This is an optimization exercise on Yosys and OpenROAD, whose aim is small area, not a production implementation.
At most, simulation tests tie the RTL to the original design; equivalence was not proved.
For run 5, only the layout was checked, not whether the RTL still works.
Power figures rest on the tool's default switching activity, not on a simulated workload.

**design/flow/standard.sh**
```bash
#!/bin/bash
# synth_recipe.tcl (not shown) runs the flow's synth.tcl, then flattens the netlist and writes it again
# the make line also repeats each setting of config.mk as NAME=value (left out here)
make -C /OpenROAD-flow-scripts/flow DESIGN_CONFIG=/design/flow/config.mk WORK_HOME=/design/flow/orfs CLKGATE_MAP_FILE= SYNTH_SCRIPT=/design/flow/synth_recipe.tcl "${@:-finish}"
```
**design/flow/flow/area.abc**
```
&get -n
&st
&syn2
&dch -f
&nf -a -R 1000
&put
strash
dch -f
amap
```
**design/flow/flow/run.sh**
```bash
#!/bin/bash
# Layout flow: the standard ORFS flow (standard.sh) with these changes:
#  - synthesis: the standard script, except that the final ABC technology
#    mapping uses an area-oriented script (flow/area.abc) instead of ORFS's
#    speed script; every step before it, so every register, is unchanged;
#  - port buffers use the smallest buffer cell;
#  - a clock tree of clkbuf_4 buffers, without dummy loads;
#  - power recovery (downsizing of non-critical gates) after global routing.
# make's full output goes to standard.log; ORFS's per-step logs are under orfs/logs.
set -o pipefail
HERE=$(pwd)
{
  echo 'proc abc {args} { set i [lsearch -exact $args -script]; if {$i >= 0} { lset args [expr {$i+1}] $::env(MY_ABC_SCRIPT) }; yosys abc {*}$args }'
  cat synth_recipe.tcl
} > my_synth.tcl
export MY_ABC_SCRIPT=$HERE/flow/area.abc
bash standard.sh finish \
  SYNTH_SCRIPT=$HERE/my_synth.tcl \
  BUFFER_PORTS_ARGS="-buffer_cell sky130_fd_sc_hd__buf_1" \
  CTS_ARGS="-sink_clustering_enable -buf_list sky130_fd_sc_hd__clkbuf_4 -root_buf sky130_fd_sc_hd__clkbuf_4 -tree_buf sky130_fd_sc_hd__clkbuf_4 -sink_clustering_buffer sky130_fd_sc_hd__clkbuf_4 -dont_use_dummy_load -repair_clock_nets" \
  RECOVER_POWER=100 \
  > standard.log 2>&1
```
**design/flow/config.mk**
```make
export PLATFORM = sky130hd
export DESIGN_NAME = myModule
export DESIGN_NICKNAME = myModule
export VERILOG_FILES = /design/flow/design.v
export SDC_FILE = /design/flow/constraint.sdc
export NUM_CORES = 4
export LEC_CHECK = 0
export CAP_MARGIN = 20
export CORE_MARGIN = 2
export CORE_UTILIZATION = 40
export SLEW_MARGIN = 20
```
**design/flow/design.v**
```verilog
module myModule(readerClockActive, C, D, V, clock, rst, three, faultLED, rstLED, doneLED);
        output reg rstLED;
        input wire clock;
        input wire rst;
        input wire D;
        output wire V;
        output wire readerClockActive;
        output wire C;
        output reg three;
        output reg faultLED;
        output reg doneLED;
        reg        p;
        reg [3:0]  m;
        reg [2:0]  a;
        reg [3:0]  b;
        reg        pol;
        reg [2:0]  cnt;
        reg [1:0]  nOne, nZero;
        reg        A;
        reg [2:0]  n;
        reg        hBA, firstTime, prevRST;
        reg [11:0] K;
        reg [11:0] hd;
        reg [9:0]  lo;
        reg        P;
        localparam [11:0] K_INV  = 12'b101010101010;
        localparam [11:0] HD_INV = 12'b010101010101;
        localparam [9:0]  LO_INV = 10'b1010101010;
        wire [11:0] KT  = K ^ K_INV;
        wire [11:0] hdT = hd ^ HD_INV;
        wire [9:0]  loT = lo ^ LO_INV;
        assign readerClockActive = A;
        wire winEnd = (m == 4'b1111) && (a[0] & a[2]) && (!b[1] & !b[2]);
        wire same   = (D == pol);
        wire blk    = cnt[0] & cnt[2];
        wire active = nOne[1] & !nOne[0] & nZero[1] & !nZero[0];
        wire tc3    = A & !n[0] & !n[2];
        wire td5    = n[0] & n[1] & n[2];
        assign V    = !(n[2] & !n[1]);
        wire hdE    = (hdT == 12'b0);
        wire inWin  = hdE && (faultLED ? !(!loT[0] & loT[1] & !loT[4] & loT[7] & loT[9]) : !P);
        wire wrap   = (loT == 10'b1010110010);
        wire inc    = !prevRST && rstLED && firstTime;
        assign C = V & (faultLED ? ((!m[2] & !m[3]) | (!m[0] & m[2]) | (!m[1] & m[2] & !p) | (m[1] & m[2] & m[3] & p))
                                 : ((m[0] & m[2]) | (m[1] & m[3])));
        always @(posedge clock) begin
                if (rst) begin
                        p <= 0; m <= 4'd14; a <= 3'd2; b <= 4'd3;
                end else begin
                        p <= !p;
                        m <= {m[2:0], (m[0] & !m[3]) | (!m[0] & m[3]) | (m[0] & !m[1] & m[2])};
                        a <= {a[1:0], (!a[1] & !a[2]) | (a[1] & a[2])};
                        b <= {b[2:0], (b[0] & !b[3]) | (!b[1] & !b[2]) | (!b[0] & b[3])};
                end
                pol <= D;
                if (rst) cnt <= 3'b001;
                else cnt <= {!(blk | (cnt[0] & cnt[1] & same) | (cnt[2] & same)), !blk, blk | (!cnt[0] & same)};
                if (rst || winEnd) begin
                        nOne <= 0; nZero <= 0;
                end else if (blk) begin
                        if (pol) nOne <= {nOne[1] | nOne[0], !nOne[1]};
                        else nZero <= {nZero[1] | nZero[0], !nZero[1]};
                end
                if (rst) begin
                        A <= 0; n <= 3'b101;
                end else if (winEnd) begin
                        A <= active;
                        n <= {(n[0] & !A & !active) | (n[0] & A & active),
                              !((!n[0] & !n[1]) | (A & !active) | (!A & active)),
                              (!n[0] & !n[2] & !A) | (n[0] & n[1]) | (A & !active) | (!A & active)};
                end else if (!V) n <= 3'b000;
                three     <= !rst && tc3;
                hBA       <= !rst && !td5 && (tc3 || hBA);
                firstTime <= !rst && (firstTime || tc3);
                faultLED  <= !rst && inWin;
                rstLED    <= !rst && (td5 || (rstLED && !inWin));
                prevRST   <= rstLED;
                if (rst) K <= 12'b000000010100 ^ K_INV;
                else if (inc) K <= {KT[10:0], ~(KT[11] ^ KT[0] ^ KT[3] ^ KT[5])} ^ K_INV;
                doneLED   <= !rst && (doneLED || (!KT[1] & !KT[4] & KT[6]));
                P         <= rst || (hBA && (P || faultLED));
                if (!hBA) begin
                        lo <= LO_INV;
                        hd <= KT ^ HD_INV;
                end else begin
                        lo <= (wrap ? 10'd0 : {loT[8:0], ~(loT[9] ^ loT[6])}) ^ LO_INV;
                        if (wrap) hd <= {~(hdT[0] ^ hdT[1] ^ hdT[4] ^ hdT[6]), hdT[11:1]} ^ HD_INV;
                end
        end
endmodule
```
**design/flow/constraint.sdc**
```tcl
create_clock -name core_clock -period 5.0 [get_ports {clock}]
set_input_delay 1.0000 -clock core_clock [delete_from_list [all_inputs] [get_ports {clock}]]
set_output_delay 1.0000 -clock core_clock [all_outputs]
set_load 0.01 [all_outputs]
```
==> results.sh, run 1 <==
export IMPL_fmax_mhz=387
export IMPL_final_seq_area_um2=1440
export IMPL_post_route_util_pct=44.9
export IMPL_synth_simple_area_share_pct=11.9
export IMPL_finalCriticalPeriod_ns=2.58
export IMPL_finalSetupViolCount=0
export IMPL_crit_path_start_kind="flip-flop"
export IMPL_yosysUniqueCellTypes=31
export IMPL_synth_top_family_by_area="compound AO/OA/AOI/OAI gates"
export IMPL_clock_tree_root_driver_cell="sky130_fd_sc_hd__clkbuf_4"
export IMPL_yosysSeqAreaShare_pct=63.8
export IMPL_critPathCaptureType="flip-flop"
export IMPL_flow_area_growth_from_synthesis_pct=8.80
export IMPL_timing_hold_worst_start="lo[0]$_SDFF_PP0_"
export IMPL_timing_critical_path_fanout_max=14
export IMPL_antennaDiodeCount=0
export IMPL_max_clock_skew_ns=0.0257
export IMPL_synth_avg_cell_area_um2=10.0
export IMPL_power_leakage_nw=0.871
export IMPL_post_synthesis_compound_gate_area_fraction_pct=18.4
export IMPL_drt_wirelength_per_cell_um=12.8
export IMPL_totalPowerFinal_uw=830
export IMPL_detailed_placement_hpwl_um=2830
export IMPL_ir_worst_vdd_v=0.000170
export IMPL_grt_max_degree=20
export IMPL_grt_pass1_vias=1464
export IMPL_clock_tree_htree_level_count=3
export IMPL_cts_sinks=66
export IMPL_class_of_the_tightest_hold_or_removal_check="reg2reg"
export IMPL_via_per_inst=5.08
export IMPL_pins_over_slew_limit=0
export IMPL_synth_seq_cells=66
export IMPL_cap_violations=0
export IMPL_worst_slew_pin_slew_ns=0.806
export IMPL_power_per_cell_area_nw_per_um2=338
export IMPL_cp_required_ns=5.01
export IMPL_mostFrequentLayoutCell="sky130_fd_sc_hd__dfxtp_1"
export IMPL_dieArea_um2=6270
export IMPL_fp_dieH_um=79.2
export IMPL_drt_total_wl_um=4080
export IMPL_post_route_period_util_pct=51.6
export IMPL_antenna_violations_before_repair=0
export IMPL_post_route_cells_drive_above_1_share_pct=3.66
export IMPL_post_layout_nets=252
export IMPL_syn_area_um2=2260
export IMPL_worst_ep_arrival_time_ns=2.59
export IMPL_nFillCells=547
export IMPL_post_synth_mux_area_share_pct=0
export IMPL_initial_core_util_pct=41.3
export IMPL_crit_path_top_delay_cell="sky130_fd_sc_hd__o41ai_1"
export IMPL_ctsResizeCount=0
export IMPL_detail_route_antenna_nets=0
export IMPL_core_rowCount=27
export IMPL_die_extent_in_x_um=79.2
export IMPL_run_status="no timing/DRC/antenna violations"
export IMPL_worst_skew_pair_late_latency_ns=0.40
export IMPL_detailedRoute_firstPassIterationCount=4
export IMPL_global_route_wire_length_before_repair_um=6820
export IMPL_r2r_start="lo[7]$_SDFF_PN1_"
export IMPL_yosysWarnings=1
export IMPL_slew_limit_headroom_pct=46.3
export IMPL_pin_count=10
export IMPL_globalRoute_totalOverflow=0
export IMPL_design_core_area_um2=5470
export IMPL_cts_repair_timing_setup_buffer_count=0
export IMPL_r2r_setup_slack_ns=2.42
export IMPL_buffers_plus_inverters_on_the_worst_setup_path=1
export IMPL_cts_buffers=9
export IMPL_synth_xor_area_share_pct=0.388
export IMPL_num_vias=1615
export IMPL_most_common_layout_cells="sky130_fd_sc_hd__dfxtp_1, sky130_fd_sc_hd__clkinv_1, sky130_fd_sc_hd__nor2_1"
export IMPL_drt_drc_violations_left=0
export IMPL_cts_hold_buffers=0
export IMPL_gpl_final_weighted_congestion=0.791
export IMPL_placement_io_buffers=9
export IMPL_final_setup_tns_ns=0
export IMPL_cpPeakStageDelay_ns=0.70
export IMPL_cts_tree="built"
export IMPL_crit_chain="or4_1 -> o41ai_1 -> clkbuf_1"
export IMPL_synthesis_instances=226
export IMPL_rsz0062_at_grt="false"
export IMPL_synthesis_nets=230
export IMPL_startpoint="lo[7]$_SDFF_PN1_"
export IMPL_final_hold_violation_count=0
export IMPL_critPathKind="reg2reg"
export IMPL_drt_first_iter_violations=99
export IMPL_multi_input_comb_area_um2=706
export IMPL_globalRouteTotalUtil_pct=14.5
export IMPL_worst_path_dominant_cell_family="compound AO/OA/AOI/OAI gates"
export IMPL_cts_reportedPaths_clkPinSlew_ns=0.09
export IMPL_synthAdderAreaFrac_pct=0.554
export IMPL_max_clock_buf_depth=2
==> sequential cells by signal, indices dropped and copies added, names as in the netlist, 2 cells and up <==
register and flops:
cnt 3, lo 10, nOne 2, K 12, a 3, nZero 2, hd 12, n 3
m 4, b 4
==> cell type report <==
| cell class | instances | share of cell area (%) |
|---|---|---|
| multi-input combinational | 130 | 28.7 |
| tap | 72 | 3.66 |
| inverter | 30 | 4.58 |
| clock buffer | 9 | 2.75 |
| sequential | 66 | 58.6 |
| timing repair buffer | 11 | 1.68 |
==> per-layer routing <==
metal,vias to the layer above,routed length [µm],GRT usage (%)
li1,852,-,-
met4,0,65,5.69
met5,-,0,0
met1,734,2090,18.6
met2,24,1750,21.1
met3,5,174,6.82
==> logic make-up (layout without fill, tap and decap cells) <==
group	after synthesis	in the layout
xor gates and xnor gates	1	1
adders and majority gates	1	1
and+or+nand+nor	62	62
buffers and inverters	30	50
AOI/OAI and AO/OA	66	66
DFF	66	66
==> worst paths after layout <==
check	endpoint	cells after the start
min reg2reg	lo[1]$_SDFF_PN1_	1
max reg2reg	hd[5]$_DFFE_PP_	3
max	hd[5]$_DFFE_PP_	3
min	lo[1]$_SDFF_PN1_	1
==> cells in the mapped netlist <==
library cell                number  area [µm²]
sky130_fd_sc_hd__dfxtp_1        54        1080
sky130_fd_sc_hd__clkinv_1       30         113
sky130_fd_sc_hd__nor2_1         27         101
sky130_fd_sc_hd__nand2_1        19        71.3
sky130_fd_sc_hd__a21oi_1        16        80.1
sky130_fd_sc_hd__o21ai_0        15        75.1
sky130_fd_sc_hd__o22ai_1        13        81.3
sky130_fd_sc_hd__edfxtp_1       12         360
sky130_fd_sc_hd__o221ai_1        7        61.3
sky130_fd_sc_hd__a211oi_1        4        30.0
sky130_fd_sc_hd__nor3_1          4        20.0
sky130_fd_sc_hd__nand3_1         3        15.0
sky130_fd_sc_hd__a31oi_1         2        12.5
sky130_fd_sc_hd__o21a_1          2        15.0
sky130_fd_sc_hd__or2_0           2        12.5
sky130_fd_sc_hd__a2111oi_0       1        8.76
sky130_fd_sc_hd__a221oi_1        1        8.76
sky130_fd_sc_hd__a22oi_1         1        7.51
sky130_fd_sc_hd__a41oi_1         1        8.76
sky130_fd_sc_hd__and3_1          1        6.26
sky130_fd_sc_hd__ha_1            1        12.5
sky130_fd_sc_hd__nand3b_1        1        7.51
sky130_fd_sc_hd__nand4_1         1        6.26
sky130_fd_sc_hd__nand4b_1        1        8.76
sky130_fd_sc_hd__nor2b_1         1        6.26
sky130_fd_sc_hd__nor4_1          1        6.26
sky130_fd_sc_hd__o311ai_0        1        8.76
sky130_fd_sc_hd__o32ai_1         1        8.76
sky130_fd_sc_hd__o41ai_1         1        8.76
sky130_fd_sc_hd__or4_1           1        7.51
sky130_fd_sc_hd__xor2_1          1        8.76
==> through the flow <==
stage	worst slack, ns	instance area, µm²	hold slack (ns)	instances
6_report	2.42	2460	0.386	318
5_1_grt	2.21	2460	0.410	318
4_1_cts	2.40	2470	0.391	318
3_5_place_dp	2.04	2410	0.369	309
3_3_place_gp	2.12	2410	0.361	309
2_1_floorplan	1.80	2260	0.353	226
==> power breakdown <==
group          internal [mW]  switching [mW]  total [mW]
sequential             0.552         0.00855       0.561
combinational         0.0115          0.0202      0.0317
clock                 0.0836           0.154       0.237
==> worst register-to-register path: stages (launching register included) <==
cell,delay (ns)
sky130_fd_sc_hd__dfxtp_1,0.32
sky130_fd_sc_hd__or4_1,0.55
sky130_fd_sc_hd__o41ai_1,0.70
sky130_fd_sc_hd__clkbuf_1,0.63
==> inputs of run 2 (changes only) <==
==> design/flow/design.v (replaced) <==
module myModule(readerClockActive, C, D, V, clock, rst, three, faultLED, rstLED, doneLED);
        output wire rstLED;
        input wire clock;
        input wire rst;
        input wire D;
        output wire V;
        output wire readerClockActive;
        output wire C;
        output wire three;
        output wire faultLED;
        output wire doneLED;
        localparam [3:0]  M_INV  = 4'b1010;
        localparam [2:0]  A3_INV = 3'b010;
        localparam [3:0]  B_INV  = 4'b0000;
        localparam [2:0]  CNT_INV = 3'b000;
        localparam [1:0]  N1_INV = 2'b00;
        localparam [1:0]  N0_INV = 2'b00;
        localparam [2:0]  N_INV  = 3'b000;
        localparam [11:0] K_INV  = 12'b101010101010;
        localparam [11:0] HD_INV = 12'b010101010101;
        localparam [9:0]  LO_INV = 10'b1010101010;
        localparam [12:0] F_INV  = 13'b0000000010000;    
        reg [3:0]  m;
        reg [2:0]  a;
        reg [3:0]  b;
        reg [2:0]  cnt;
        reg [1:0]  nOne, nZero;
        reg [2:0]  n;
        reg [11:0] K;
        reg [11:0] hd;
        reg [9:0]  lo;
        reg [10:0] f;
        wire [3:0]  mT = m ^ M_INV;
        wire [2:0]  aT = a ^ A3_INV;
        wire [3:0]  bT = b ^ B_INV;
        wire [2:0]  cntT = cnt ^ CNT_INV;
        wire [1:0]  nOneT = nOne ^ N1_INV;
        wire [1:0]  nZeroT = nZero ^ N0_INV;
        wire [2:0]  nT = n ^ N_INV;
        wire [11:0] KT  = K ^ K_INV;
        wire [11:0] hdT = hd ^ HD_INV;
        wire [9:0]  loT = lo ^ LO_INV;
        wire [10:0] fT = f ^ F_INV[10:0];
        wire p = fT[0], pol = fT[1], A = fT[2], threeT = fT[3], hBA = fT[4], firstTime = fT[5];
        wire prevRST = fT[6], rstLEDT = fT[7], faultLEDT = fT[8], doneLEDT = fT[9], P = fT[10];
        assign readerClockActive = A;
        assign three = threeT;
        assign rstLED = rstLEDT;
        assign faultLED = faultLEDT;
        assign doneLED = doneLEDT;
        wire winEnd = (mT == 4'b1111) && (aT[0] & aT[2]) && (!bT[1] & !bT[2]);
        wire same   = (D == pol);
        wire blk    = cntT[0] & cntT[2];
        wire active = nOneT[1] & !nOneT[0] & nZeroT[1] & !nZeroT[0];
        wire tc3    = A & !nT[0] & !nT[2];
        wire td5    = nT[0] & nT[1] & nT[2];
        assign V    = !(nT[2] & !nT[1]);
        wire hdE    = (hdT == 12'b0);
        wire inWin  = hdE && (faultLEDT ? !(!loT[0] & loT[1] & !loT[4] & loT[7] & loT[9]) : !P);
        wire wrap   = (loT == 10'b1010110010);
        wire inc    = !prevRST && rstLEDT && firstTime;
        assign C = V & (faultLEDT ? ((!mT[2] & !mT[3]) | (!mT[0] & mT[2]) | (!mT[1] & mT[2] & !p) | (mT[1] & mT[2] & mT[3] & p))
                                  : ((mT[0] & mT[2]) | (mT[1] & mT[3])));
        wire [3:0] mN = rst ? 4'd14 : {mT[2:0], (mT[0] & !mT[3]) | (!mT[0] & mT[3]) | (mT[0] & !mT[1] & mT[2])};
        wire [2:0] aN = rst ? 3'd2 : {aT[1:0], (!aT[1] & !aT[2]) | (aT[1] & aT[2])};
        wire [3:0] bN = rst ? 4'd3 : {bT[2:0], (bT[0] & !bT[3]) | (!bT[1] & !bT[2]) | (!bT[0] & bT[3])};
        wire [2:0] cntN = rst ? 3'b001 : {!(blk | (cntT[0] & cntT[1] & same) | (cntT[2] & same)), !blk, blk | (!cntT[0] & same)};
        wire [1:0] nOneN = (rst || winEnd) ? 2'b00 : (blk & pol) ? {nOneT[1] | nOneT[0], !nOneT[1]} : nOneT;
        wire [1:0] nZeroN = (rst || winEnd) ? 2'b00 : (blk & !pol) ? {nZeroT[1] | nZeroT[0], !nZeroT[1]} : nZeroT;
        wire AN = rst ? 1'b0 : winEnd ? active : A;
        wire [2:0] nN = rst ? 3'b101 :
                        winEnd ? {(nT[0] & !A & !active) | (nT[0] & A & active),
                                  !((!nT[0] & !nT[1]) | (A & !active) | (!A & active)),
                                  (!nT[0] & !nT[2] & !A) | (nT[0] & nT[1]) | (A & !active) | (!A & active)} :
                        !V ? 3'b000 : nT;
        wire [11:0] KN = rst ? 12'b000000010100 : inc ? {KT[10:0], ~(KT[11] ^ KT[0] ^ KT[3] ^ KT[5])} : KT;
        wire [9:0] loN = (!hBA || wrap) ? 10'd0 : {loT[8:0], ~(loT[9] ^ loT[6])};
        wire [10:0] fN;
        assign fN[0]  = !rst && !p;
        assign fN[1]  = D;
        assign fN[2]  = AN;
        assign fN[3]  = !rst && tc3;
        assign fN[4]  = !rst && !td5 && (tc3 || hBA);
        assign fN[5]  = !rst && (firstTime || tc3);
        assign fN[6]  = rstLEDT;
        assign fN[7]  = !rst && (td5 || (rstLEDT && !inWin));
        assign fN[8]  = !rst && inWin;
        assign fN[9]  = !rst && (doneLEDT || (!KT[1] & !KT[4] & KT[6]));
        assign fN[10] = rst || (hBA && (P || faultLEDT));
        always @(posedge clock) begin
                m <= mN ^ M_INV;
                a <= aN ^ A3_INV;
                b <= bN ^ B_INV;
                cnt <= cntN ^ CNT_INV;
                nOne <= nOneN ^ N1_INV;
                nZero <= nZeroN ^ N0_INV;
                n <= nN ^ N_INV;
                K <= KN ^ K_INV;
                if (!hBA) hd <= KT ^ HD_INV;
                else if (wrap) hd <= {~(hdT[0] ^ hdT[1] ^ hdT[4] ^ hdT[6]), hdT[11:1]} ^ HD_INV;
                lo <= loN ^ LO_INV;
                f <= fN ^ F_INV[10:0];
        end
endmodule
==> run 2 against run 1 <==
  * Still clean on timing, DRC and antenna
  * Clock-buffer cell count unchanged
  * Non-clock buffer count shrank 1
  * Setup slack got worse by 0.11 ns
  * Synthesized cell count fell by 3.5%
  * Design area is 1.2% lower
  * Largest cell class unchanged
  * Highest routed layer unchanged
==> results.sh, run 2 <==
export IMPL_run_status="no timing/DRC/antenna violations"
export IMPL_ctsResizeCount=0
export IMPL_synthMostInstantiatedCell="sky130_fd_sc_hd__dfxtp_1"
export IMPL_synthesis_instances=218
export IMPL_max_clock_buf_depth=2
export IMPL_placement_io_buffers=9
export IMPL_post_route_cells_drive_above_1_share_pct=3.80
export IMPL_power_per_cell_area_nw_per_um2=342
export IMPL_die_extent_in_x_um=78.7
export IMPL_drt_total_wl_um=3840
export IMPL_synth_seq_cells=66
export IMPL_flow_area_growth_from_synthesis_pct=8.74
export IMPL_design_core_area_um2=5440
export IMPL_num_vias=1569
export IMPL_initial_core_util_pct=41.1
export IMPL_slew_limit_headroom_pct=37.6
export IMPL_globalRoute_totalOverflow=0
export IMPL_cts_reportedPaths_clkPinSlew_ns=0.10
export IMPL_final_setup_tns_ns=0
export IMPL_worst_ep_arrival_time_ns=3.03
export IMPL_finalCriticalPeriod_ns=2.69
export IMPL_grt_max_degree=22
export IMPL_pin_count=10
export IMPL_pins_over_slew_limit=0
export IMPL_max_clock_skew_ns=0.0239
export IMPL_antennaDiodeCount=0
export IMPL_fp_dieH_um=78.7
export IMPL_synth_cells_most_frequent="sky130_fd_sc_hd__dfxtp_1, sky130_fd_sc_hd__nor2_1, sky130_fd_sc_hd__clkinv_1, sky130_fd_sc_hd__nand2_1, sky130_fd_sc_hd__a21oi_1"
export IMPL_global_route_wire_length_before_repair_um=6640
export IMPL_worst_skew_pair_late_latency_ns=0.39
export IMPL_critPathKind="reg2reg"
export IMPL_post_route_cell_area_um2=2430
export IMPL_via_per_inst=5.08
export IMPL_syn_area_um2=2230
export IMPL_final_hold_violation_count=0
export IMPL_crit_path_start_kind="flip-flop"
export IMPL_synth_edff_count=12
export IMPL_cts_sinks=66
export IMPL_most_common_layout_cells="sky130_fd_sc_hd__dfxtp_1, sky130_fd_sc_hd__nor2_1, sky130_fd_sc_hd__clkinv_1"
export IMPL_timing_critical_path_fanout_max=17
export IMPL_finalSetupViolCount=0
export IMPL_top_area_cells_in_the_synthesized_netlist="sky130_fd_sc_hd__dfxtp_1, sky130_fd_sc_hd__edfxtp_1, sky130_fd_sc_hd__nor2_1"
export IMPL_class_of_the_tightest_hold_or_removal_check="reg2reg"
export IMPL_antenna_violations_before_repair=0
export IMPL_globalRouteTotalUtil_pct=14.0
export IMPL_gpl_final_weighted_congestion=0.791
export IMPL_placedCellCount=300
export IMPL_final_setup_worst_slack_ns=2.31
export IMPL_power_leakage_nw=0.873
export IMPL_grt_pass1_vias=1458
export IMPL_mostFrequentLayoutCell="sky130_fd_sc_hd__dfxtp_1"
export IMPL_clock_tree_htree_level_count=3
export IMPL_critPathCaptureType="flip-flop"
export IMPL_synth_top_area_share_pct=48.4
export IMPL_clock_tree_root_driver_cell="sky130_fd_sc_hd__clkbuf_4"
export IMPL_synth_main_ff_cell="sky130_fd_sc_hd__dfxtp_1"
export IMPL_totalPowerFinal_uw=831
export IMPL_post_route_period_util_pct=53.8
export IMPL_synthesis_nets=222
export IMPL_core_rowCount=27
export IMPL_drt_drc_violations_left=0
export IMPL_yosysSeqAreaShare_pct=64.5
export IMPL_cts_tree="built"
export IMPL_yosysWarnings=1
export IMPL_cts_buffers=9
export IMPL_cts_hold_buffers=0
export IMPL_dieArea_um2=6200
export IMPL_rsz0062_at_grt="false"
export IMPL_worst_slew_pin_slew_ns=0.936
export IMPL_detailed_placement_hpwl_um=2670
export IMPL_synth_async_reset_ratio_pct=0
export IMPL_detailedRoute_firstPassIterationCount=4
export IMPL_cp_required_ns=5.34
export IMPL_fmax_mhz=372
export IMPL_yosysUniqueCellTypes=27
export IMPL_detail_route_antenna_nets=0
export IMPL_synth_avg_cell_area_um2=10.2
export IMPL_post_layout_nonfiller_instances=309
export IMPL_largest_registers_in_the_final_layout="K (12), hd (12), f (11)"
export IMPL_ir_worst_vdd_v=0.000210
export IMPL_cts_repair_timing_setup_buffer_count=0
export IMPL_drt_wirelength_per_cell_um=12.4
export IMPL_area_after_detailed_placement_um2=2360
export IMPL_final_seq_area_um2=1440
export IMPL_nFillCells=534
export IMPL_cap_violations=0
export IMPL_post_layout_nets=243
export IMPL_dp_worst_setup_slack_ns=2.11
export IMPL_multi_input_comb_area_um2=713
export IMPL_cell_taking_the_most_area_after_synthesis="sky130_fd_sc_hd__dfxtp_1"
export IMPL_drt_first_iter_violations=51
## run 2: cell count changes after synthesis, sizes merged, moves of 3 or more
cell    delta
o21ai      -6
a211oi     +3
nor2       +6
clkinv     -9
## run 2: kinds of logic (layout without fill, tap and decap cells)
group	Yosys count	after routing	share of synthesized area, %
AOI/OAI and AO/OA	63	63	18.2
adders and majority gates	1	1	0.560
buffers and inverters	21	40	3.53
DFF	66	66	64.5
and+or+nand+nor	67	67	13.2
## run 2: final cells by class
type / instances / area share [%]
Sequential cell: 66 / 59.4
Timing Repair Buffer: 10 / 1.55
Tap cell: 72 / 3.71
Inverter: 21 / 3.25
Multi-Input combinational cell: 131 / 29.4
Clock buffer: 9 / 2.78
## run 2: power breakdown
group          internal, mW  switching, mW  total (mW)
Clock                0.0836          0.155       0.239
Combinational        0.0111         0.0187      0.0298
Sequential            0.553        0.00915       0.562
Total                 0.648          0.183       0.831
## run 2: through the flow
stage,hold slack [ns],util (%)
after detailed placement,0.362,43.5
final,0.363,44.7
after global routing,0.378,44.7
after floorplan,0.353,-
after global placement,0.360,43.5
after CTS,0.377,44.7
## run 2: layer usage
metal  vias up  track usage, %  routed length, µm
met1       696            18.4               2000
met4         0            9.47                116
met3        10            3.64                129
met2        22            20.1               1590
li1        841               -                  -
met5         -               0                  0
## run 2: critical path: stages (launching register included)
cell and delay (ns):
sky130_fd_sc_hd__dfxtp_1 0.68, sky130_fd_sc_hd__clkinv_1 0.52, sky130_fd_sc_hd__o21ai_0 0.19, sky130_fd_sc_hd__clkbuf_1 0.72, sky130_fd_sc_hd__clkinv_1 0.35, sky130_fd_sc_hd__nand2_1 0.16
## run 2: worst paths after layout
| path | from | endpoint | slack (ns) | cells after the start |
|---|---|---|---|---|
| worst max-delay path | f[4]$_DFF_P_ | lo[9]$_DFF_P_ | 2.31 | 5 |
| worst min-delay path | f[7]$_DFF_P_ | f[6]$_DFF_P_ | 0.36 | 0 |
| worst max register to register | f[4]$_DFF_P_ | lo[9]$_DFF_P_ | 2.31 | 5 |
| worst min register to register | f[7]$_DFF_P_ | f[6]$_DFF_P_ | 0.36 | 0 |
==> inputs of run 3 (changes only) <==
--- a/design/flow/design.v
+++ b/design/flow/design.v
@@ -53,7 +53,7 @@
         wire blk    = cntT[0] & cntT[2];
         wire active = nOneT[1] & !nOneT[0] & nZeroT[1] & !nZeroT[0];
-        wire tc3    = A & !nT[0] & !nT[2];
-        wire td5    = nT[0] & nT[1] & nT[2];
-        assign V    = !(nT[2] & !nT[1]);
+        wire tc3    = (nT[2] & A);
+        wire td5    = (!nT[0] & !nT[1] & !nT[2]);
+        assign V    = !((!nT[0] & nT[2]));
         wire hdE    = (hdT == 12'b0);
         wire inWin  = hdE && (faultLEDT ? !(!loT[0] & loT[1] & !loT[4] & loT[7] & loT[9]) : !P);
@@ -69,9 +69,5 @@
         wire [1:0] nZeroN = (rst || winEnd) ? 2'b00 : (blk & !pol) ? {nZeroT[1] | nZeroT[0], !nZeroT[1]} : nZeroT;
         wire AN = rst ? 1'b0 : winEnd ? active : A;
-        wire [2:0] nN = rst ? 3'b101 :
-                        winEnd ? {(nT[0] & !A & !active) | (nT[0] & A & active),
-                                  !((!nT[0] & !nT[1]) | (A & !active) | (!A & active)),
-                                  (!nT[0] & !nT[2] & !A) | (nT[0] & nT[1]) | (A & !active) | (!A & active)} :
-                        !V ? 3'b000 : nT;
+        wire [2:0] nN = rst ? 3'd4 : winEnd ? {(nT[0] & nT[1] & !A & !active) | (nT[0] & A & active), !((!nT[0] & !nT[1] & !active) | (nT[2] & !A & !active)), (nT[1] & !A & !active) | (A & active)} : !V ? 3'd1 : nT;
         wire [11:0] KN = rst ? 12'b000000010100 : inc ? {KT[10:0], ~(KT[11] ^ KT[0] ^ KT[3] ^ KT[5])} : KT;
         wire [9:0] loN = (!hBA || wrap) ? 10'd0 : {loT[8:0], ~(loT[9] ^ loT[6])};
==> run 3 against run 2 <==
  * Still clean
  * Synthesized cell count fell by 0.92%
  * Setup slack improved by 0.035 ns
  * Wire length rose by 2.8%
  * Die area fell by 0.58%
  * Via count rose by 0.57%
  * Sequential power rose by 0.7%
  * First-iteration DRC count rose by 84%
  * Clock power barely moved
  * Sequential share of layout area rose by 0.34 points
  * Core utilization fell by 0.25 points
  * Total power rose by 0.82%
  * Synthesized area fell by 0.62%
  * Largest power group unchanged
  * Highest routed layer unchanged
==> results.sh, run 3 <==
export IMPL_run_status="no timing/DRC/antenna violations"
export IMPL_cell_taking_the_most_area_after_synthesis="sky130_fd_sc_hd__dfxtp_1"
export IMPL_class_of_the_tightest_hold_or_removal_check="reg2reg"
export IMPL_post_route_cells_drive_above_1_share_pct=3.83
export IMPL_core_rowCount=27
export IMPL_timing_reg2reg_worst_path_depth=5
export IMPL_antennaDiodeCount=0
export IMPL_die_extent_in_x_um=78.5
export IMPL_antenna_violations_before_repair=0
export IMPL_synth_xor_area_share_pct=0
export IMPL_grt_max_degree=22
export IMPL_num_vias=1578
export IMPL_detailedRoute_firstPassIterationCount=4
export IMPL_post_layout_nonfiller_instances=307
export IMPL_worst_skew_pair_late_latency_ns=0.40
export IMPL_hold_depth=1
export IMPL_max_clock_buf_depth=2
export IMPL_cts_tree="built"
export IMPL_worst_hold_path_endpoint="lo[3]$_DFF_P_"
export IMPL_post_synth_mux_area_share_pct=0
export IMPL_globalRoute_totalOverflow=0
export IMPL_synth_avg_cell_area_um2=10.3
export IMPL_post_synthesis_compound_gate_area_fraction_pct=18.3
export IMPL_r2r_end="lo[7]$_DFF_P_"
export IMPL_synthMostInstantiatedCell="sky130_fd_sc_hd__dfxtp_1"
export IMPL_synth_main_ff_cell="sky130_fd_sc_hd__dfxtp_1"
export IMPL_r2r_start="f[4]$_DFF_P_"
export IMPL_fmax_mhz=376
export IMPL_most_common_layout_cells="sky130_fd_sc_hd__dfxtp_1, sky130_fd_sc_hd__nor2_1, sky130_fd_sc_hd__clkinv_1"
export IMPL_design_core_area_um2=5440
export IMPL_yosysUniqueCellTypes=28
export IMPL_pins_over_slew_limit=0
export IMPL_timing_critical_path_fanout_max=4
export IMPL_cts_buffers=9
export IMPL_fp_dieH_um=78.5
export IMPL_top_area_cells_in_the_synthesized_netlist="sky130_fd_sc_hd__dfxtp_1, sky130_fd_sc_hd__edfxtp_1, sky130_fd_sc_hd__nor2_1"
export IMPL_drt_drc_violations_left=0
export IMPL_critPathKind="reg2out"
export IMPL_cts_reportedPaths_clkPinSlew_ns=0.10
export IMPL_synth_cells_most_frequent="sky130_fd_sc_hd__dfxtp_1, sky130_fd_sc_hd__nor2_1, sky130_fd_sc_hd__clkinv_1, sky130_fd_sc_hd__a21oi_1"
export IMPL_cts_sinks=66
export IMPL_placement_io_buffers=9
export IMPL_detail_route_antenna_nets=0
export IMPL_ctsResizeCount=0
export IMPL_nFillCells=525
export IMPL_ir_worst_vdd_v=0.000191
export IMPL_worst_ep_arrival_time_ns=1.66
export IMPL_r2r_setup_slack_ns=2.35
export IMPL_drt_first_iter_violations=94
export IMPL_drt_wirelength_per_cell_um=12.8
export IMPL_worst_slew_pin_slew_ns=0.928
export IMPL_synthesis_instances=216
export IMPL_clock_tree_htree_level_count=3
export IMPL_crit_path_start_kind="flip-flop"
export IMPL_initial_core_util_pct=40.8
export IMPL_dieArea_um2=6160
export IMPL_final_setup_tns_ns=0
export IMPL_synth_seq_cells=66
export IMPL_final_hold_violation_count=0
export IMPL_cts_repair_timing_setup_buffer_count=0
export IMPL_gpl_final_weighted_congestion=0.729
export IMPL_flow_area_growth_from_synthesis_pct=8.79
export IMPL_synthAdderAreaFrac_pct=0.564
export IMPL_globalRouteTotalUtil_pct=14.7
export IMPL_placedCellCount=298
export IMPL_finalCriticalPeriod_ns=2.66
export IMPL_grt_pass1_vias=1517
export IMPL_finalSetupViolCount=0
export IMPL_pin_count=10
export IMPL_yosysWarnings=1
export IMPL_global_route_wire_length_before_repair_um=6840
export IMPL_power_per_cell_area_nw_per_um2=347
export IMPL_synth_async_reset_ratio_pct=0
export IMPL_mostFrequentLayoutCell="sky130_fd_sc_hd__dfxtp_1"
export IMPL_timing_hold_worst_start="lo[2]$_SDFF_PP0_"
export IMPL_synthesis_nets=220
export IMPL_synth_simple_area_share_pct=13.2
export IMPL_drt_total_wl_um=3940
export IMPL_synth_top_area_share_pct=48.7
export IMPL_post_route_period_util_pct=53.1
export IMPL_critPathCaptureType="output port"
export IMPL_slew_limit_headroom_pct=38.1
export IMPL_synth_top_family_by_area="compound AO/OA/AOI/OAI gates"
export IMPL_max_clock_skew_ns=0.0220
export IMPL_clock_tree_root_driver_cell="sky130_fd_sc_hd__clkbuf_4"
export IMPL_via_per_inst=5.14
export IMPL_rsz0062_at_grt="false"
export IMPL_post_layout_nets=241
export IMPL_synth_edff_count=12
export IMPL_power_leakage_nw=0.855
export IMPL_detailed_placement_hpwl_um=2750
export IMPL_cp_required_ns=4.00
export IMPL_cap_violations=0
export IMPL_syn_area_um2=2220
export IMPL_largest_registers_in_the_final_layout="K (12), hd (12), f (11)"
export IMPL_yosysSeqAreaShare_pct=64.9
export IMPL_cts_hold_buffers=0
run 3: changes by cell type in the layout (fill, tap and decap cells not counted), sizes merged, moves of 2 or more:
cell	previous run	this run
nor2	33	37
a31oi	3	1
o21ai	9	14
a211oi	7	5
clkinv	21	18
nand2	17	14
run 3: area by class of cell:
cell class | instances | area (µm²) | area share, %
clock buffer | 9 | 67.6 | 2.80
inverter | 18 | 67.6 | 2.80
multi-input combinational | 132 | 711 | 29.4
sequential | 66 | 1440 | 59.7
tap | 72 | 90.1 | 3.73
timing repair buffer | 10 | 37.5 | 1.55
run 3: through the flow:
stage	hold WS [ns]	setup WS (ns)	area [µm²]	power [mW]	utilization [%]
2_1_floorplan	0.353	2.38	2220	0.601	-
3_3_place_gp	0.363	2.16	2350	0.613	43.2
3_5_place_dp	0.370	2.11	2350	0.614	43.2
4_1_cts	0.392	2.32	2420	0.848	44.5
5_1_grt	0.411	2.06	2410	0.873	44.4
6_report	0.391	2.34	2410	0.838	44.4
run 3: per-layer routing:
metal,track usage [%],share of wire [%],up-vias
li1,-,-,824
met1,19.2,50,721
met2,21.3,44,22
met3,3.10,2.9,11
met4,11.1,3.5,0
met5,0,0,-
run 3: cells by family (layout without fill, tap and decap cells):
| group | count (synthesis) | in the layout |
|---|---|---|
| AND/OR/NAND/NOR | 67 | 67 |
| adder cells (fa/ha/maj) | 1 | 1 |
| AO/OA/AOI/OAI | 64 | 64 |
| flip-flops | 66 | 66 |
| buffers and inverters | 18 | 37 |
run 3: worst max-delay path by stage:
stage,startpoint,endpoint,slack (ns),cells after the start
2_1_floorplan,lo[1]$_DFF_P_,lo[1]$_DFF_P_,2.38,4
3_3_place_gp,rst,nZero[0]$_SDFFE_PP0P_,2.16,4
3_5_place_dp,rst,nZero[0]$_SDFFE_PP0P_,2.11,4
4_1_cts,m[3]$_DFF_P_,C,2.32,5
5_1_grt,f[4]$_DFF_P_,lo[7]$_DFF_P_,2.06,5
6_report,m[1]$_DFF_P_,C,2.34,5
run 3: worst max-delay path, stage by stage (launching register included):
cell                       delay [ns]
sky130_fd_sc_hd__dfxtp_1         0.33
sky130_fd_sc_hd__nor2_1          0.25
sky130_fd_sc_hd__a221oi_1        0.14
sky130_fd_sc_hd__o21a_1          0.18
sky130_fd_sc_hd__a211oi_1        0.19
sky130_fd_sc_hd__buf_1           0.19
run 3: report_power, final:
group	total, mW	switching (mW)	internal (mW)
Combinational	0.0353	0.0224	0.0129
Sequential	0.566	0.0107	0.555
Clock	0.237	0.153	0.0835
==> inputs of run 4 (changes only) <==
--- a/design/flow/design.v
+++ b/design/flow/design.v
@@ -20,5 +20,5 @@
         localparam [11:0] HD_INV = 12'b010101010101;
         localparam [9:0]  LO_INV = 10'b1010101010;
-        localparam [12:0] F_INV  = 13'b0000000010000;    
+        localparam [9:0]  F_INV  = 10'b0000000000;    
         reg [3:0]  m;
         reg [2:0]  a;
@@ -30,5 +30,5 @@
         reg [11:0] hd;
         reg [9:0]  lo;
-        reg [10:0] f;
+        reg [9:0]  f;
         wire [3:0]  mT = m ^ M_INV;
         wire [2:0]  aT = a ^ A3_INV;
@@ -41,7 +41,7 @@
         wire [11:0] hdT = hd ^ HD_INV;
         wire [9:0]  loT = lo ^ LO_INV;
-        wire [10:0] fT = f ^ F_INV[10:0];
+        wire [9:0]  fT = f ^ F_INV;
         wire p = fT[0], pol = fT[1], A = fT[2], threeT = fT[3], hBA = fT[4], firstTime = fT[5];
-        wire prevRST = fT[6], rstLEDT = fT[7], faultLEDT = fT[8], doneLEDT = fT[9], P = fT[10];
+        wire rstLEDT = fT[6], faultLEDT = fT[7], doneLEDT = fT[8], P = fT[9];
         assign readerClockActive = A;
         assign three = threeT;
@@ -59,5 +59,5 @@
         wire inWin  = hdE && (faultLEDT ? !(!loT[0] & loT[1] & !loT[4] & loT[7] & loT[9]) : !P);
         wire wrap   = (loT == 10'b1010110010);
-        wire inc    = !prevRST && rstLEDT && firstTime;
+        wire inc    = td5 && !rstLEDT && firstTime;
         assign C = V & (faultLEDT ? ((!mT[2] & !mT[3]) | (!mT[0] & mT[2]) | (!mT[1] & mT[2] & !p) | (mT[1] & mT[2] & mT[3] & p))
                                   : ((mT[0] & mT[2]) | (mT[1] & mT[3])));
@@ -72,5 +72,5 @@
         wire [11:0] KN = rst ? 12'b000000010100 : inc ? {KT[10:0], ~(KT[11] ^ KT[0] ^ KT[3] ^ KT[5])} : KT;
         wire [9:0] loN = (!hBA || wrap) ? 10'd0 : {loT[8:0], ~(loT[9] ^ loT[6])};
-        wire [10:0] fN;
+        wire [9:0]  fN;
         assign fN[0]  = !rst && !p;
         assign fN[1]  = D;
@@ -79,9 +79,8 @@
         assign fN[4]  = !rst && !td5 && (tc3 || hBA);
         assign fN[5]  = !rst && (firstTime || tc3);
-        assign fN[6]  = rstLEDT;
-        assign fN[7]  = !rst && (td5 || (rstLEDT && !inWin));
-        assign fN[8]  = !rst && inWin;
-        assign fN[9]  = !rst && (doneLEDT || (!KT[1] & !KT[4] & KT[6]));
-        assign fN[10] = rst || (hBA && (P || faultLEDT));
+        assign fN[6]  = !rst && (td5 || (rstLEDT && !inWin));
+        assign fN[7]  = !rst && inWin;
+        assign fN[8]  = !rst && (doneLEDT || (!hdT[1] & !hdT[4] & hdT[6] & !P));
+        assign fN[9]  = rst || (hBA && (P || faultLEDT));
         always @(posedge clock) begin
                 m <= mN ^ M_INV;
@@ -96,5 +95,5 @@
                 else if (wrap) hd <= {~(hdT[0] ^ hdT[1] ^ hdT[4] ^ hdT[6]), hdT[11:1]} ^ HD_INV;
                 lo <= loN ^ LO_INV;
-                f <= fN ^ F_INV[10:0];
+                f <= fN ^ F_INV;
         end
 endmodule
==> run 4 against run 3 <==
  * Worst hold slack better by 0.0025 ns
  * Sequential share of layout area decreased by 0.61 points
  * Flip-flop and latch count down 1
  * Combinational power decreased by 3%
==> results.sh, run 4 <==
export IMPL_multi_input_comb_area_um2=714
export IMPL_finalSetupViolCount=0
export IMPL_final_seq_area_um2=1420
export IMPL_synth_cells_most_frequent="sky130_fd_sc_hd__dfxtp_1, sky130_fd_sc_hd__nor2_1, sky130_fd_sc_hd__clkinv_1"
export IMPL_antenna_violations_before_repair=0
export IMPL_rsz0062_at_grt="false"
export IMPL_timing_hold_worst_start="lo[2]$_SDFF_PP0_"
export IMPL_timing_critical_path_fanout_max=12
export IMPL_initial_core_util_pct=40.8
export IMPL_cts_buffers=9
export IMPL_nFillCells=535
export IMPL_cell_taking_the_most_area_after_synthesis="sky130_fd_sc_hd__dfxtp_1"
export IMPL_grt_pass1_vias=1490
export IMPL_antennaDiodeCount=0
export IMPL_cts_sinks=65
export IMPL_clock_tree_root_driver_cell="sky130_fd_sc_hd__clkbuf_4"
export IMPL_synth_edff_count=12
export IMPL_r2r_setup_slack_ns=2.28
export IMPL_num_vias=1579
export IMPL_globalRouteTotalUtil_pct=14.7
export IMPL_critPathCaptureType="flip-flop"
export IMPL_drt_wirelength_per_cell_um=12.8
export IMPL_pin_count=10
export IMPL_startpoint="lo[1]$_DFF_P_"
export IMPL_class_of_the_tightest_hold_or_removal_check="reg2reg"
export IMPL_finalCriticalPeriod_ns=2.72
export IMPL_synthesis_instances=218
export IMPL_synth_top_area_share_pct=48.2
export IMPL_r2r_start="lo[1]$_DFF_P_"
export IMPL_post_layout_nets=245
export IMPL_flow_area_growth_from_synthesis_pct=9.20
export IMPL_ir_worst_vdd_v=0.000227
export IMPL_core_rowCount=27
export IMPL_cp_required_ns=5.02
export IMPL_gpl_final_weighted_congestion=0.725
export IMPL_max_clock_skew_ns=0.0236
export IMPL_dieArea_um2=6120
export IMPL_cts_tree="built"
export IMPL_cts_repair_timing_setup_buffer_count=0
export IMPL_global_route_wire_length_before_repair_um=6840
export IMPL_placement_io_buffers=9
export IMPL_globalRoute_totalOverflow=0
export IMPL_detailedRoute_firstPassIterationCount=4
export IMPL_fmax_mhz=368
export IMPL_drt_first_iter_violations=75
export IMPL_detailed_placement_hpwl_um=2750
export IMPL_worst_slew_pin_slew_ns=1.04
export IMPL_via_per_inst=5.08
export IMPL_clock_tree_htree_level_count=3
export IMPL_cts_hold_buffers=0
export IMPL_ctsResizeCount=0
export IMPL_worst_ep_arrival_time_ns=2.74
export IMPL_fp_dieH_um=78.2
export IMPL_crit_path_start_kind="flip-flop"
export IMPL_syn_area_um2=2200
export IMPL_critPathKind="reg2reg"
export IMPL_most_common_layout_cells="sky130_fd_sc_hd__dfxtp_1, sky130_fd_sc_hd__nor2_1, sky130_fd_sc_hd__clkinv_1"
export IMPL_synth_seq_cells=65
export IMPL_cap_violations=0
export IMPL_drt_total_wl_um=3990
export IMPL_synthMostInstantiatedCell="sky130_fd_sc_hd__dfxtp_1"
export IMPL_cts_reportedPaths_clkPinSlew_ns=0.09
export IMPL_slew_limit_headroom_pct=29.8
export IMPL_final_hold_violation_count=0
export IMPL_run_status="no timing/DRC/antenna violations"
export IMPL_yosysSeqAreaShare_pct=64.5
export IMPL_drt_drc_violations_left=0
export IMPL_post_route_cells_drive_above_1_share_pct=3.77
export IMPL_grt_max_degree=25
export IMPL_top_area_cells_in_the_synthesized_netlist="sky130_fd_sc_hd__dfxtp_1, sky130_fd_sc_hd__edfxtp_1, sky130_fd_sc_hd__nor2_1"
export IMPL_post_route_period_util_pct=54.4
export IMPL_die_extent_in_x_um=78.2
export IMPL_totalPowerFinal_uw=827
export IMPL_largest_registers_in_the_final_layout="K (12), hd (12)"
export IMPL_yosysUniqueCellTypes=26
export IMPL_synth_async_reset_ratio_pct=0
export IMPL_detail_route_antenna_nets=0
export IMPL_yosysWarnings=1
export IMPL_synthesis_nets=222
export IMPL_mostFrequentLayoutCell="sky130_fd_sc_hd__dfxtp_1"
export IMPL_synth_main_ff_cell="sky130_fd_sc_hd__dfxtp_1"
export IMPL_max_clock_buf_depth=2
export IMPL_pins_over_slew_limit=0
export IMPL_worst_skew_pair_late_latency_ns=0.39
export IMPL_power_leakage_nw=0.844
export IMPL_synth_avg_cell_area_um2=10.1
export IMPL_design_core_area_um2=5410
export IMPL_power_per_cell_area_nw_per_um2=344
export IMPL_final_setup_tns_ns=0
==> run 4: area by class of cell <==
type | count | share of cell area [%]
clock buffers | 9 | 2.81
flip-flops and latches | 65 | 59.1
well taps | 72 | 3.74
inverters | 18 | 2.81
multi-input cells | 135 | 29.7
repair buffers | 12 | 1.87
==> run 4: kinds of logic (layout without fill, tap and decap cells) <==
family / after synthesis / after routing / share of synthesized area (%)
simple gates: 71 / 71 / 13.8
flops: 65 / 65 / 64.5
compound gates: 63 / 63 / 18.1
buf+inv: 18 / 39 / 3.07
fa+ha+maj: 1 / 1 / 0.568
==> run 4: report_power, final <==
group          internal [mW]  switching (mW)  total [mW]
Sequential             0.546          0.0111       0.557
Clock                 0.0836           0.152       0.236
Combinational         0.0132          0.0212      0.0344
==> run 4: stage by stage <==
| stage | cells | hold slack, ns | util [%] | setup WS, ns | area [µm²] |
|---|---|---|---|---|---|
| finish | 311 | 0.393 | 44.5 | 2.28 | 2410 |
| global route | 311 | 0.414 | 44.5 | 2.12 | 2410 |
| CTS | 311 | 0.397 | 44.9 | 2.38 | 2420 |
| detailed placement | 302 | 0.375 | 43.6 | 2.83 | 2360 |
| global placement | 302 | 0.374 | 43.6 | 2.84 | 2360 |
| floorplan | 218 | 0.354 | - | 1.79 | 2200 |
==> run 4: critical path, cell delays in order (launching register included) <==
cell	delay [ns]
sky130_fd_sc_hd__dfxtp_1	0.32
sky130_fd_sc_hd__or4_1	0.55
sky130_fd_sc_hd__o41ai_1	0.91
sky130_fd_sc_hd__clkbuf_1	0.58
==> run 4: worst paths after layout <==
path | to | cells after the start
worst min register to register | lo[3]$_DFF_P_ | 1
worst max-delay path | hd[10]$_DFFE_PP_ | 3
worst max register to register | hd[10]$_DFFE_PP_ | 3
worst min-delay path | lo[3]$_DFF_P_ | 1
==> run 4: layer usage <==
metal	wire length, µm	GRT usage [%]	vias to the layer above
li1	-	-	830
met1	1970	18.7	723
met2	1820	22.2	21
met3	158	5.86	5
met4	40	6.32	0
met5	0	0	-
==> inputs of run 5 (changes only) <==
==> design/flow/design.v (replaced) <==
module myModule(readerClockActive, C, D, V, clock, rst, three, faultLED, rstLED, doneLED);
        output reg rstLED;
        input wire clock;
        input wire rst;
        input wire D;
        output reg V;
        output reg readerClockActive;
        output reg C;
        output reg three;
        output reg faultLED;
        output reg doneLED;
        localparam integer WINDOW      = 1000;   
        localparam integer LOW_START   = 5000;   
        localparam integer HIGH_START  = 5100;   
        localparam integer STEP        = 1000;   
        localparam integer DOWN_LIMIT  = 5;      
        localparam integer DONE_COUNT  = 20;     
        integer regClockCounter;
        integer prevOneCount;
        integer numOneBlocks;
        integer prevZeroCount;
        integer numZeroBlocks;
        integer numFPGAClocks;
        integer threeConsecutive;
        integer timeUp;
        integer timeDown;
        reg firstTime;
        integer incrementCount;
        reg hasBeenActive;
        reg prevRST;
        integer lowVal;
        integer highVal;
        always @ (posedge clock)
        if (rst)
        begin
                regClockCounter <= 0;
                prevOneCount <= 0;
                numOneBlocks <= 0;
                prevZeroCount <= 0;
                numZeroBlocks <= 0;
                numFPGAClocks <= 0;
                threeConsecutive <= 0;
                timeUp <= 0;
                timeDown <= 0;
                firstTime <= 0;
                incrementCount <= 0;
                hasBeenActive <= 0;
                prevRST <= 0;
                lowVal <= LOW_START;
                highVal <= HIGH_START;
                rstLED <= 0;
                V <= 0;
                readerClockActive <= 0;
                C <= 0;
                three <= 0;
                faultLED <= 0;
                doneLED <= 0;
        end else
        begin
                V<=1;
                if(timeUp<lowVal || timeUp>highVal)
                begin
                        faultLED <= 0;
                        if((regClockCounter>=10 && regClockCounter<=14) || (regClockCounter>=23 || regClockCounter<=1))
                        begin
                                C <= 1;
                        end else
                        begin
                                C <= 0;
                        end    
                end
                if(timeUp>=lowVal && timeUp<=highVal)
                begin
                        faultLED <= 1;
                        rstLED <= 0;
                        if((regClockCounter>=2 && regClockCounter<=3) || (regClockCounter>=5 && regClockCounter<=6) ||
                           (regClockCounter>=8 && regClockCounter<=9) || (regClockCounter>=12 && regClockCounter <=13) ||
                           (regClockCounter>=15 && regClockCounter<=16) || (regClockCounter>=18 && regClockCounter<=19) ||
                           (regClockCounter>=21 && regClockCounter<=22) || (regClockCounter>=24 && regClockCounter<=25))
                        begin
                                C <= 1;
                        end else
                        begin
                                C <= 0;
                        end    
                end
                if(regClockCounter<25)
                begin
                        regClockCounter <= regClockCounter + 1;
                end else
                begin
                        regClockCounter <= 0;
                end
                if(D==0)
                begin
                        prevZeroCount <= prevZeroCount + 1;
                        prevOneCount <= 0;
                end
                if(D==1)
                begin
                        prevOneCount <= prevOneCount + 1;
                        prevZeroCount <= 0;
                end
                if(prevOneCount > 3)
                begin
                        prevOneCount <= 0;
                        prevZeroCount <= 0;
                        numOneBlocks <= numOneBlocks + 1;
                end
                if(prevZeroCount > 3)
                begin
                        prevZeroCount <= 0;
                        prevOneCount <= 0;
                        numZeroBlocks <= numZeroBlocks + 1;
                end
                if(numFPGAClocks < WINDOW)
                begin
                        numFPGAClocks <= numFPGAClocks + 1;
                end
                if(numFPGAClocks == WINDOW && (numOneBlocks < 3 || numZeroBlocks < 3))
                begin
                        readerClockActive <= 0;
                        numOneBlocks <= 0;
                        numZeroBlocks <= 0;
                        numFPGAClocks <= 0;
                        threeConsecutive <= 0;
                        timeDown <= timeDown + 1;
                end
                if(numFPGAClocks == WINDOW && numOneBlocks > 2 && numZeroBlocks > 2)
                begin
                        readerClockActive <= 1;
                        numOneBlocks <= 0;
                        numZeroBlocks <= 0;
                        numFPGAClocks <= 0;
                        threeConsecutive <= threeConsecutive + 1;
                        timeDown <= 0;
                end
                if(threeConsecutive >= 3)
                begin
                        three <= 1;
                        hasBeenActive <= 1;
                        if(firstTime==0)
                        begin
                                firstTime <= 1;
                        end
                end else
                begin
                        three <= 0;
                end
                if(timeDown >= DOWN_LIMIT)
                begin
                        rstLED <= 1;
                        hasBeenActive <= 0;
                        timeUp <= 0;
                end
                if(prevRST==0 && rstLED==1 && firstTime!=0)
                begin
                        lowVal <= lowVal + STEP;
                        highVal <= highVal + STEP;
                        incrementCount <= incrementCount + 1;
                end
                if(rstLED==0)
                begin
                        prevRST <= 0;
                end else
                begin
                        prevRST <= 1;
                end
                if(incrementCount>DONE_COUNT)
                begin
                        doneLED <= 1;
                end else
                begin
                        doneLED <= 0;
                end
                if(hasBeenActive == 1)
                begin
                        timeUp <= timeUp + 1;
                end else
                begin
                        timeUp <= 0;
                end
        end
endmodule
==> design/flow/run.sh (new file) <==
#!/bin/bash
# synth_recipe.tcl (not shown) runs the flow's synth.tcl, then flattens the netlist and writes it again
# the make line also repeats each setting of config.mk as NAME=value (left out here)
make -C /OpenROAD-flow-scripts/flow DESIGN_CONFIG=/design/flow/config.mk WORK_HOME=/design/flow/orfs CLKGATE_MAP_FILE= SYNTH_SCRIPT=/design/flow/synth_recipe.tcl finish
removed: design/flow/flow/run.sh
removed: design/flow/flow/area.abc
removed: design/flow/standard.sh
==> run 5 against run 4 <==
  * Global-route usage grew 0.68 points
  * Synthesized cell count grew to 11 times the previous value
  * Still clean
  * Worst hold slack gained 0.055 ns
  * Clock power grew to 13 times the previous value
  * Final cell count grew to 9.4 times the previous value
  * Maximum frequency shrank 20%
  * Sequential share of layout area shrank 22 points
  * Die area grew to 8.1 times the previous value
  * Combinational power grew to 2.6 times the previous value
==> results.sh, run 5 <==
export IMPL_synth_top_area_share_pct=40.8
export IMPL_area_after_detailed_placement_um2=19700
export IMPL_post_synth_mux_area_share_pct=0.158
export IMPL_critPathKind="reg2reg"
export IMPL_synth_async_reset_ratio_pct=0
export IMPL_max_clock_skew_ns=0.0118
export IMPL_dieArea_um2=49400
export IMPL_cts_buffers=43
export IMPL_synthesis_nets=2387
export IMPL_cts_sinks=388
export IMPL_post_synthesis_compound_gate_area_fraction_pct=7.51
export IMPL_post_route_cell_area_um2=21200
export IMPL_via_per_inst=5.23
export IMPL_top_area_cells_in_the_synthesized_netlist="sky130_fd_sc_hd__dfxtp_1, sky130_fd_sc_hd__nor2_1, sky130_fd_sc_hd__xnor2_1"
export IMPL_synth_main_ff_cell="sky130_fd_sc_hd__dfxtp_1"
export IMPL_yosysSeqAreaShare_pct=40.8
export IMPL_clock_tree_root_driver_cell="sky130_fd_sc_hd__clkbuf_16"
export IMPL_yosysUniqueCellTypes=65
export IMPL_critPathCaptureType="flip-flop"
export IMPL_max_clock_buf_depth=3
export IMPL_clock_tree_htree_level_count=2
export IMPL_fmax_mhz=293
export IMPL_synth_avg_cell_area_um2=8.27
export IMPL_syn_area_um2=19000
export IMPL_timing_hold_worst_start="lowVal[26]$_SDFFE_PP0P_"
export IMPL_synth_top_family_by_area="simple AND/OR/NAND/NOR gates"
export IMPL_pins_over_slew_limit=0
export IMPL_design_core_area_um2=46800
export IMPL_post_route_period_util_pct=68.3
export IMPL_cts_tree="built"
export IMPL_synth_edff_count=0
export IMPL_cell_taking_the_most_area_after_synthesis="sky130_fd_sc_hd__dfxtp_1"
export IMPL_synth_seq_cells=388
export IMPL_gpl_final_weighted_congestion=0.808
export IMPL_synth_simple_area_share_pct=28.9
export IMPL_detail_route_antenna_nets=0
export IMPL_r2r_start="numZeroBlocks[2]$_SDFFE_PP0P_"
export IMPL_fp_dieH_um=222
export IMPL_final_seq_area_um2=7770
export IMPL_final_hold_violation_count=0
export IMPL_finalSetupViolCount=0
export IMPL_drt_drc_violations_left=0
export IMPL_worst_skew_pair_late_latency_ns=0.54
export IMPL_placement_io_buffers=9
export IMPL_worst_ep_arrival_time_ns=3.83
export IMPL_antenna_violations_before_repair=0
export IMPL_die_extent_in_x_um=222
export IMPL_crit_path_start_kind="flip-flop"
export IMPL_drt_total_wl_um=38500
export IMPL_slew_limit_headroom_pct=24.6
export IMPL_global_route_wire_length_before_repair_um=66700
export IMPL_cap_violations=0
export IMPL_synth_xor_area_share_pct=13.3
export IMPL_core_rowCount=79
export IMPL_post_layout_nets=2384
export IMPL_worst_slew_pin_slew_ns=1.13
export IMPL_r2r_setup_slack_ns=1.58
export IMPL_detailed_placement_hpwl_um=26400
export IMPL_final_setup_tns_ns=0
export IMPL_drt_first_iter_violations=719
export IMPL_cts_hold_buffers=0
export IMPL_startpoint="numZeroBlocks[2]$_SDFFE_PP0P_"
export IMPL_antennaDiodeCount=0
export IMPL_flow_area_growth_from_synthesis_pct=11.1
export IMPL_nFillCells=4636
export IMPL_grt_pass1_vias=14630
export IMPL_synth_cells_most_frequent="sky130_fd_sc_hd__dfxtp_1, sky130_fd_sc_hd__nor2_1, sky130_fd_sc_hd__nand2_1, sky130_fd_sc_hd__xnor2_1, sky130_fd_sc_hd__xor2_1"
export IMPL_cp_required_ns=5.41
export IMPL_synthAdderAreaFrac_pct=5.32
export IMPL_r2r_end="numFPGAClocks[26]$_SDFFE_PP0P_"
export IMPL_synthesis_instances=2303
export IMPL_cts_reportedPaths_clkPinSlew_ns=0.06
export IMPL_run_status="no timing/DRC/antenna violations"
export IMPL_rsz0062_at_grt="false"
export IMPL_class_of_the_tightest_hold_or_removal_check="reg2reg"
export IMPL_detailedRoute_firstPassIterationCount=5
export IMPL_pin_count=10
export IMPL_globalRouteTotalUtil_pct=15.4
export IMPL_cts_repair_timing_setup_buffer_count=0
export IMPL_drt_wirelength_per_cell_um=13.1
export IMPL_yosysWarnings=1
export IMPL_power_leakage_nw=7.42
export IMPL_ctsResizeCount=0
export IMPL_post_route_cells_drive_above_1_share_pct=5.15
export IMPL_initial_core_util_pct=40.7
export IMPL_finalCriticalPeriod_ns=3.42
export IMPL_most_common_layout_cells="sky130_fd_sc_hd__dfxtp_1, sky130_fd_sc_hd__nor2_1, sky130_fd_sc_hd__nand2_1"
export IMPL_power_per_cell_area_nw_per_um2=301
export IMPL_ir_worst_vdd_v=0.000234
export IMPL_mostFrequentLayoutCell="sky130_fd_sc_hd__dfxtp_1"
export IMPL_synthMostInstantiatedCell="sky130_fd_sc_hd__dfxtp_1"
export IMPL_grt_max_degree=64
export IMPL_setup_worst_path_end="numFPGAClocks[26]$_SDFFE_PP0P_"
export IMPL_multi_input_comb_area_um2=10600
export IMPL_timing_critical_path_fanout_max=56
export IMPL_hold_depth=2
export IMPL_num_vias=15350
export IMPL_timing_reg2reg_worst_path_depth=7
export IMPL_globalRoute_totalOverflow=0
-- run 5: cell types whose count changed after synthesis, moves of 81 or more --
cell / delta
sky130_fd_sc_hd__nand4_1: +81
sky130_fd_sc_hd__inv_1: +121
sky130_fd_sc_hd__nand3_1: +119
sky130_fd_sc_hd__nand2_1: +153
sky130_fd_sc_hd__xnor2_1: +153
sky130_fd_sc_hd__nor2_1: +340
sky130_fd_sc_hd__xor2_1: +137
sky130_fd_sc_hd__a21oi_1: +95
sky130_fd_sc_hd__dfxtp_1: +335
-- run 5: report_power, final --
group | switching, mW | total, mW | internal [mW]
Combinational | 0.0659 | 0.0888 | 0.0229
Sequential | 0.00935 | 3.11 | 3.10
Clock | 1.25 | 3.18 | 1.93
-- run 5: how the worst min path moves through the flow --
stage / endpoint / slack, ns
floorplan: prevZeroCount[0]$_SDFF_PP0_ / 0.42
global placement: prevZeroCount[0]$_SDFF_PP0_ / 0.43
detailed placement: prevZeroCount[0]$_SDFF_PP0_ / 0.44
CTS: lowVal[26]$_SDFFE_PP0P_ / 0.45
global route: lowVal[26]$_SDFFE_PP0P_ / 0.48
finish: lowVal[26]$_SDFFE_PP0P_ / 0.45
-- run 5: logic make-up after synthesis --
group                    after synthesis
AND/OR/NAND/NOR                     1105
flip-flops                           388
adder cells (fa/ha/maj)               81
buffers and inverters                193
multiplexers                           3
XOR/XNOR                             290
AO/OA/AOI/OAI                        243
-- run 5: stage by stage --
| stage | cells | setup slack, ns | total power, mW | utilization, % | hold WS [ns] |
|---|---|---|---|---|---|
| floorplan | 2303 | 2.56 | 3.24 | - | 0.418 |
| global placement | 2861 | 1.70 | 3.26 | 42.2 | 0.431 |
| detailed placement | 2861 | 1.54 | 3.27 | 42.2 | 0.439 |
| CTS | 2936 | 1.53 | 6.48 | 45.2 | 0.453 |
| global route | 2937 | 1.14 | 6.61 | 45.3 | 0.483 |
| finish | 2937 | 1.58 | 6.38 | 45.3 | 0.448 |
-- run 5: metal layers --
metal  track usage, %  part of all wire, %
met5                0                    0
met3             2.33                  2.7
met4             3.97                  1.9
met1             20.7                   50
met2             25.8                   45
-- run 5: final cells by class --
type / count / share of cell area, %
Timing Repair Buffer: 23 / 0.946
Clock buffer: 59 / 5.84
Multi-Input combinational cell: 1722 / 49.9
Tap cell: 607 / 3.59
Sequential cell: 388 / 36.7
Clock inverter: 16 / 0.898
Inverter: 122 / 2.16
-- run 5: worst max-delay path, cell delays in order (launching register included) --
cell                      delay [ns]
sky130_fd_sc_hd__dfxtp_1        0.35
sky130_fd_sc_hd__nor4_1         0.35
sky130_fd_sc_hd__nand4_1        0.20
sky130_fd_sc_hd__o31ai_1        0.62
sky130_fd_sc_hd__o21a_1         0.36
sky130_fd_sc_hd__or3_2          0.84
sky130_fd_sc_hd__buf_4          0.44
sky130_fd_sc_hd__nor2_1         0.09

==> separate check: timing with driven ports <==
In the flow no input, the clock included, has a driving cell. The finished layouts below were timed again as built, in two steps.
Step 1 (the two cells are an assumption about what drives the block):
set clk [get_ports {clock}]
set_driving_cell -lib_cell sky130_fd_sc_hd__clkbuf_16 $clk
set_driving_cell -lib_cell sky130_fd_sc_hd__buf_2 [delete_from_list [all_inputs] $clk]
Step 2 also shifts input and output timing later by t, the mid clock arrival at the registers, as if the neighbouring blocks saw the same clock.
Three values: ideal, step 1, step 2; two values: the first two.
run | t, ns | slack for setup (ns) | worst slew at a driven data input, ns
run 1 | 0.409 | 2.418 / 2.394 / 2.062 | 0.03
run 2 | 0.408 | 2.309 / 2.309 / 2.120 | 0.03
run 3 | 0.415 | 2.344 / 2.316 / 2.129 | 0.03
run 4 | 0.405 | 2.282 / 2.282 / 2.098 | 0.03
run 5 | 0.585 | 1.583 / 1.583 / 1.583 | 0.05
After both steps every run listed still meets setup and hold. The setup slack of run 1, which loses most, moves by -0.024 ns with the drivers and by -0.356 ns with both steps.
